What follows belongs to an exercise in optimizing a design on an open flow for small area; a production flow would make more cautious choices. Only simulation tests tie the RTL to the original design; equivalence was not proved. No activity file was given, so power comes from the tool's default toggle rates.

==> design.v <==
module NCO #(N = 32)(
  input clk,                  
  input rst,                  
  input [N-1:0] ctrl,         
  output reg [15:0] sin_out   
);
reg [N-1:0] phase;
always @(posedge clk) begin
  if (rst)
    phase <= {N{1'b0}};
  else
    phase <= phase + ctrl;
end
reg [5:0] sin_lut_sel;
reg [15:0] sin_lut_val;
always @(*) begin
  sin_lut_sel <= phase[N-2] ? ~(phase[N-3:N-8]-1'b1) : phase[N-3:N-8];
  if (phase[N-2] & ~|phase[N-3:N-8]) begin
    sin_out <= phase[N-1] ? 16'b10000000_00000001 : 16'b01111111_11111111;
  end else begin
    sin_out <= phase[N-1] ? (~sin_lut_val+1'b1) : sin_lut_val;    
  end
  case(sin_lut_sel)
    6'h00 : sin_lut_val <= 16'h0000;
    6'h01 : sin_lut_val <= 16'h0324;
    6'h02 : sin_lut_val <= 16'h0648;
    6'h03 : sin_lut_val <= 16'h096A;
    6'h04 : sin_lut_val <= 16'h0C8C;
    6'h05 : sin_lut_val <= 16'h0FAB;
    6'h06 : sin_lut_val <= 16'h12C8;
    6'h07 : sin_lut_val <= 16'h15E2;
    6'h08 : sin_lut_val <= 16'h18F9;
    6'h09 : sin_lut_val <= 16'h1C0B;
    6'h0A : sin_lut_val <= 16'h1F1A;
    6'h0B : sin_lut_val <= 16'h2223;
    6'h0C : sin_lut_val <= 16'h2528;
    6'h0D : sin_lut_val <= 16'h2826;
    6'h0E : sin_lut_val <= 16'h2B1F;
    6'h0F : sin_lut_val <= 16'h2E11;
    6'h10 : sin_lut_val <= 16'h30FB;
    6'h11 : sin_lut_val <= 16'h33DF;
    6'h12 : sin_lut_val <= 16'h36BA;
    6'h13 : sin_lut_val <= 16'h398C;
    6'h14 : sin_lut_val <= 16'h3C56;
    6'h15 : sin_lut_val <= 16'h3F17;
    6'h16 : sin_lut_val <= 16'h41CE;
    6'h17 : sin_lut_val <= 16'h447A;
    6'h18 : sin_lut_val <= 16'h471C;
    6'h19 : sin_lut_val <= 16'h49B4;
    6'h1A : sin_lut_val <= 16'h4C3F;
    6'h1B : sin_lut_val <= 16'h4EBF;
    6'h1C : sin_lut_val <= 16'h5133;
    6'h1D : sin_lut_val <= 16'h539B;
    6'h1E : sin_lut_val <= 16'h55F5;
    6'h1F : sin_lut_val <= 16'h5842;
    6'h20 : sin_lut_val <= 16'h5A82;
    6'h21 : sin_lut_val <= 16'h5CB3;
    6'h22 : sin_lut_val <= 16'h5ED7;
    6'h23 : sin_lut_val <= 16'h60EB;
    6'h24 : sin_lut_val <= 16'h62F1;
    6'h25 : sin_lut_val <= 16'h64E8;
    6'h26 : sin_lut_val <= 16'h66CF;
    6'h27 : sin_lut_val <= 16'h68A6;
    6'h28 : sin_lut_val <= 16'h6A6D;
    6'h29 : sin_lut_val <= 16'h6C23;
    6'h2A : sin_lut_val <= 16'h6DC9;
    6'h2B : sin_lut_val <= 16'h6F5E;
    6'h2C : sin_lut_val <= 16'h70E2;
    6'h2D : sin_lut_val <= 16'h7254;
    6'h2E : sin_lut_val <= 16'h73B5;
    6'h2F : sin_lut_val <= 16'h7504;
    6'h30 : sin_lut_val <= 16'h7641;
    6'h31 : sin_lut_val <= 16'h776B;
    6'h32 : sin_lut_val <= 16'h7884;
    6'h33 : sin_lut_val <= 16'h7989;
    6'h34 : sin_lut_val <= 16'h7A7C;
    6'h35 : sin_lut_val <= 16'h7B5C;
    6'h36 : sin_lut_val <= 16'h7C29;
    6'h37 : sin_lut_val <= 16'h7CE3;
    6'h38 : sin_lut_val <= 16'h7D89;
    6'h39 : sin_lut_val <= 16'h7E1D;
    6'h3A : sin_lut_val <= 16'h7E9C;
    6'h3B : sin_lut_val <= 16'h7F09;
    6'h3C : sin_lut_val <= 16'h7F61;
    6'h3D : sin_lut_val <= 16'h7FA6;
    6'h3E : sin_lut_val <= 16'h7FD8;
    6'h3F : sin_lut_val <= 16'h7FF5;
  endcase
end
endmodule
module Chirp #(N = 32)(
  input clk,
  input rst,
  input [7:0] delay,           
  input reverse,               
  input [N-1:0] min_ctrl,      
  input [N-1:0] max_ctrl,      
  input [N-1:0] inc_rate,      
  input [N-1:0] div_rate,      
  output reg nco_reset,        
  output reg [N-1:0] nco_ctrl  
);
wire [N-1:0] stt_ctrl;
wire [N-1:0] end_ctrl;
wire end_flag;
assign stt_ctrl = reverse ? max_ctrl : min_ctrl;
assign end_ctrl = reverse ? min_ctrl : max_ctrl;
assign end_flag = reverse ? (nco_ctrl <= end_ctrl) : (nco_ctrl >= end_ctrl);
reg [N-1:0] rate_count;
reg [7:0] delay_count;
always @(posedge clk) begin
  if (rst) begin
    rate_count <= {N{1'b0}};
    delay_count <= 4'b0;
    nco_reset <= 1'b1;
    nco_ctrl <= {N{1'b0}};
  end else begin
    if (end_flag) begin
      nco_ctrl <= stt_ctrl;
      rate_count <= rate_count + 1'b1;
    end else if (rate_count >= div_rate) begin
      nco_ctrl <= reverse ? nco_ctrl - inc_rate : nco_ctrl + inc_rate;
      rate_count <= {N{1'b0}};
    end else
      rate_count <= rate_count + 1'b1;
    if (end_flag) begin
      if (delay_count >= delay)
        delay_count <= 8'b0;
      else
        delay_count <= delay_count + 1'b1;
    end
    nco_reset <= |delay_count;
  end
end
endmodule
module WaveGenerator #(N = 32, M = 16)(
  input clk,
  input rst,
  input chirp_reverse,             
  input [7:0] chirp_delay,         
  input [N-1:0] chirp_min_ctrl,    
  input [N-1:0] chirp_max_ctrl,    
  input [N-1:0] chirp_inc_rate,    
  input [N-1:0] chirp_div_rate,    
  output reg [M-1:0] waveform     
);
reg nco_reset;
reg [N-1:0] nco_ctrl;
wire chirp_nco_reset;
wire [N-1:0] chirp_nco_ctrl;
wire [15:0] sin_out;
always @(posedge clk) begin
  nco_ctrl <= chirp_nco_ctrl;
  nco_reset <= chirp_nco_reset;
  waveform <= sin_out;
end
NCO #(.N(N)) NCO0 (
  .clk     ( clk       ),  
  .rst     ( nco_reset ),  
  .ctrl    ( nco_ctrl  ),  
  .sin_out ( sin_out   )  
);
Chirp #(.N(N)) Chirp0 (
  .clk       ( clk             ),  
  .rst       ( rst             ),  
  .delay     ( chirp_delay     ),  
  .reverse   ( chirp_reverse   ),  
  .min_ctrl  ( chirp_min_ctrl  ),  
  .max_ctrl  ( chirp_max_ctrl  ),  
  .inc_rate  ( chirp_inc_rate  ),  
  .div_rate  ( chirp_div_rate  ),  
  .nco_reset ( chirp_nco_reset ),  
  .nco_ctrl  ( chirp_nco_ctrl  )   
);
endmodule
==> run.sh <==
#!/bin/bash
# synth_recipe.tcl (not shown) runs the flow's synth.tcl, then flattens the netlist and writes it again
# the make line also repeats each setting of config.mk as NAME=value (left out here)
make -C /OpenROAD-flow-scripts/flow DESIGN_CONFIG=/design/flow/config.mk WORK_HOME=/design/flow/orfs CLKGATE_MAP_FILE= SYNTH_SCRIPT=/design/flow/synth_recipe.tcl finish
==> config.mk <==
export PLATFORM = sky130hd
export DESIGN_NAME = WaveGenerator
export DESIGN_NICKNAME = WaveGenerator
export VERILOG_FILES = /design/flow/design.v
export SDC_FILE = /design/flow/constraint.sdc
export NUM_CORES = 4
export LEC_CHECK = 0
export CAP_MARGIN = 20
export CORE_MARGIN = 2
export CORE_UTILIZATION = 40
export SLEW_MARGIN = 20
==> constraint.sdc <==
create_clock -name core_clock -period 6.0 [get_ports {clk}]
set_input_delay 1.2000 -clock core_clock [delete_from_list [all_inputs] [get_ports {clk}]]
set_output_delay 1.2000 -clock core_clock [all_outputs]
set_load 0.01 [all_outputs]
==> results by group <==
Drt
  – ANT nets after route: 0
  – Via/cell ratio: 5.60
  – WL/cell: 16.3 um
  – Vias: 12700
  – First drt pass iteration count: 8
  – Drt initial violations: 1044
  – DRT Wirelength: 36.9 mm
  – Remaining DRCs: 0

Synth
  – Seq/Total Area, Yosys: 0.229
  – Post-synth EDFFs: 0
  – Syn Area/Cell: 7.98 um2
  – Ys Warns: 3
  – Post-synth top area share: 0.229
  – Synthesized flop and latch total: 154
  – Synth Cell Area: 0.0135 mm2
  – Synth top area cells: dfxtp_1 23%, ha_1 14%, mux2i_1 5.0%, xnor2_1 4.9%, nor2_1 4.5%
  – Distinct cells, synth: 86
  – Ys flop type: dfxtp_1
  – Synthesized net count: 1982
  – Async SR Flop Fraction: 0
  – Synth Instances: 1686
  – Yosys top cell by area: dfxtp_1

STA
  – Period utilization: 0.874
  – RSZ-0062 raised after global routing: no
  – Max-slew violations: 0
  – Minimum clock period: 5.25 ns
  – Final setup viols: 0
  – Slew at the pin closest to its max-slew limit: 0.951 ns
  – Hold Violations, Final: 0
  – Max Clk Rate: 191 MHz
  – Total negative slack: 0 ns
  – Max_slew headroom: 0.366
  – Clk_skew: 0.0111 ns

Layout
  – Area growth, synth to finish: 19.4%
  – NumNets Final: 2104
  – Area of the multi-input gates: 0.00967 mm2
  – Layout cells sized above 1: 0.0511
  – Flip-flop and latch area: 0.00308 mm2
  – ANT cells: 0
  – FILL cells: 3302
  – Fin cells: 2269

Setup path
  – Worst Setup Start Kind: input port
  – Crit-path max FO: 5
  – Worst Path Arrival: 5.57 ns
  – Reg-to-reg slack, setup: 1.12 ns
  – Crit path kind: in2reg
  – CP required: 6.32 ns
  – Worst Setup End Kind: register

Power and ir drop
  – Sw frac: 0.387
  – Switching Power: 1.81 mW
  – PwrDens: 292 mW/mm2
  – Clock Power Share: 0.252
  – Maximum vdd drop: 0.000216 V
  – Combinational fraction of design power: 0.471
  – Sequential Power Share: 0.277
  – Leak: 6.79 nW
  – Internal power: 2.88 mW

Min path
  – Hold Crit Class: reg2reg

Floorplan
  – IO Count: 155
  – Die X: 187 um
  – Die area: 0.0351 mm2
  – Starting density of the core: 0.403
  – Core Rows: 67
  – Core area: 0.0334 mm2
  – Die height: 187 um

Global route
  – Global-route wire length before repair: 60.7 mm
  – GRT overflow: 0
  – Initial antenna violation count: 0
  – All-Layer GR Usage: 0.208
  – Largest net degree at the start of global routing: 62
  – Vias in the first global route: 12100

Clock tree
  – Number of H-tree levels: 4
  – CTS tree: done
  – # hold bufs at CTS: 0
  – Post-CTS resize count: 0
  – Reg clk slew, reported paths: 0.06 ns
  – Max clock buf depth: 2
  – Worst skew pair latency: 0.43 ns
  – Root Buffer: clkbuf_16
  – Clock sink count: 154
  – Postcts setup bufs: 0
  – TritonCTS Buffers: 17

Place
  – Placed Cells incl. Taps: 2237
  – Input/output buffers: 154
  – Placer Congestion: 0.907
  – Hpwl dp: 28.4 mm

Flow run
  – Max cap viols: 0

Status
  – Status: timing/DRC/antenna clean
## state kept, by name (all words and copies together), names as in the netlist
| signal | flops |
|---|---|
| NCO0.phase | 32 |
| nco_ctrl | 32 |
| Chirp0.delay_count | 8 |
| Chirp0.nco_ctrl | 32 |
| Chirp0.nco_reset | 1 |
| Chirp0.rate_count | 32 |
| waveform | 16 |
| nco_reset | 1 |
## cells in the final DEF, fill, tap and decap left out, types with 8 or more instances in the layout
cell,Yosys,layout
ha_1,155,155
clkbuf_16,0,17
a211oi_1,77,77
nand2b_1,12,12
nor2b_1,40,40
or3_1,11,11
o211ai_1,14,14
nor2_1,163,163
nor4_1,13,13
xnor2_1,76,75
inv_1,90,90
or2_2,8,8
nand4_1,18,18
a211o_1,10,10
nand3_1,51,51
o21bai_1,8,8
o21a_1,15,15
dfxtp_1,154,154
nor3_1,49,49
and2_1,13,13
and3_1,18,18
o21ai_0,68,68
mux2i_1,67,67
a21oi_1,109,109
a21o_1,44,44
a31oi_1,24,24
a311oi_1,9,9
nand2_1,116,115
xor2_1,40,40
clkdlybuf4s50_1,0,153
buf_4,7,25
o31ai_1,9,9
## layout make-up
type | count | area share
Multi-Input combinational cell | 1361 | 0.601
Sequential cell | 154 | 0.192
Timing Repair Buffer | 180 | 0.109
Tap cell | 448 | 0.0349
Clock buffer | 19 | 0.0269
Inverter | 94 | 0.0220
Clock inverter | 13 | 0.0134
## Yosys cell counts, types with 5 or more instances
| cell type | n |
|---|---|
| a2111oi_0 | 7 |
| a211o_1 | 10 |
| a211oi_1 | 77 |
| a21boi_0 | 6 |
| a21o_1 | 44 |
| a21oi_1 | 109 |
| a221oi_1 | 5 |
| a311oi_1 | 9 |
| a31oi_1 | 24 |
| and2_1 | 13 |
| and3_1 | 18 |
| and4_1 | 5 |
| buf_1 | 10 |
| buf_2 | 13 |
| buf_4 | 7 |
| buf_6 | 6 |
| clkbuf_1 | 41 |
| dfxtp_1 | 154 |
| ha_1 | 155 |
| inv_1 | 90 |
| mux2_2 | 5 |
| mux2i_1 | 67 |
| nand2_1 | 116 |
| nand2b_1 | 12 |
| nand3_1 | 51 |
| nand4_1 | 18 |
| nor2_1 | 163 |
| nor2b_1 | 40 |
| nor3_1 | 49 |
| nor4_1 | 13 |
| o211ai_1 | 14 |
| o21a_1 | 15 |
| o21ai_0 | 68 |
| o21bai_1 | 8 |
| o311ai_0 | 5 |
| o31ai_1 | 9 |
| or2_2 | 8 |
| or3_1 | 11 |
| xnor2_1 | 76 |
| xor2_1 | 40 |
## worst max-delay path, stage by stage
cell	delay [ns]
clkdlybuf4s50_1	0.46
or4_1	0.58
nor3_1	0.20
nand3_1	0.12
nor2_1	0.20
a31oi_1	0.13
xnor2_1	0.16
ha_1	0.35
a21o_1	0.24
a31o_2	0.22
a221oi_1	0.29
a31oi_1	0.18
or2_2	0.33
o311ai_0	0.53
mux2i_1	0.15
o211a_1	0.22
## stage by stage
stage                     power, mW   util  worst slack [ns]  hold WS, ns  area, um2
after floorplan                2.89      -             0.672        0.310      13500
after global placement         3.47  0.462             0.414        0.316      15400
after detailed placement       3.50  0.462             0.340        0.316      15400
after CTS                      4.69  0.482             0.793        0.333      16100
after global routing           5.01  0.482             0.379        0.339      16100
final                          4.69  0.482             0.755        0.333      16100
## final timing paths
check | cells past startpoint | start | endpoint
setup reg to reg | 17 | NCO0.phase[25] | waveform[13]
hold reg to reg | 0 | Chirp0.nco_reset | nco_reset
setup / recovery | 16 | chirp_inc_rate[9] | Chirp0.nco_ctrl[29]
hold / removal | 0 | Chirp0.nco_reset | nco_reset
## power groups by stage
stage | logic (mW) | registers (mW) | clock network (mW)
after floorplan | 1.60 | 1.29 | 0
after global placement | 2.15 | 1.32 | 0
after detailed placement | 2.17 | 1.32 | 0
after CTS | 2.18 | 1.30 | 1.21
after global routing | 2.44 | 1.32 | 1.25
final | 2.21 | 1.30 | 1.18
## logic make-up (layout without fill, tap and decap cells)
group | count (synthesis) | count (layout) | share of synthesized area
mux | 72 | 72 | 0.0540
compound gates | 477 | 477 | 0.244
simple gates | 537 | 537 | 0.193
fa+ha+maj | 157 | 157 | 0.147
buf+inv | 171 | 306 | 0.0542
flops | 154 | 154 | 0.229
xor+xnor | 118 | 118 | 0.0779
## metal layers
layer	wire [um]	global-route usage	vias up
li1	-	-	6423
met1	18000	0.290	5859
met2	16600	0.340	374
met3	1640	0.0253	45
met4	669	0.0569	0
met5	0	0	-

[static timing again, ports no longer ideal]
How much do the figures lean on ideal ports? The routed layout below was timed once more, with nothing changed but the port constraints.
Step 1 sets driving cells, clkbuf_16 on the clock port and buf_2 on the other inputs (assumed; they add their load-dependent delay and slew).
Step 2 also shifts input and output timing later by t, the mid clock arrival at the registers, as if the neighbouring blocks saw the same clock.
Three values: ideal, step 1, step 2; two values: the first two.
t, ns: 0.475
setup slack, ns: 0.755 / 0.785 / 0.310
worst setup path after step 2: input to register
slew at the worst register clock pin (ns): 0.07 / 0.07
worst data-port slew with drivers (ns): 0.06
After both steps setup and hold are still met in this run. The setup slack of this run moves by +0.030 ns with the drivers and by -0.445 ns with both steps.
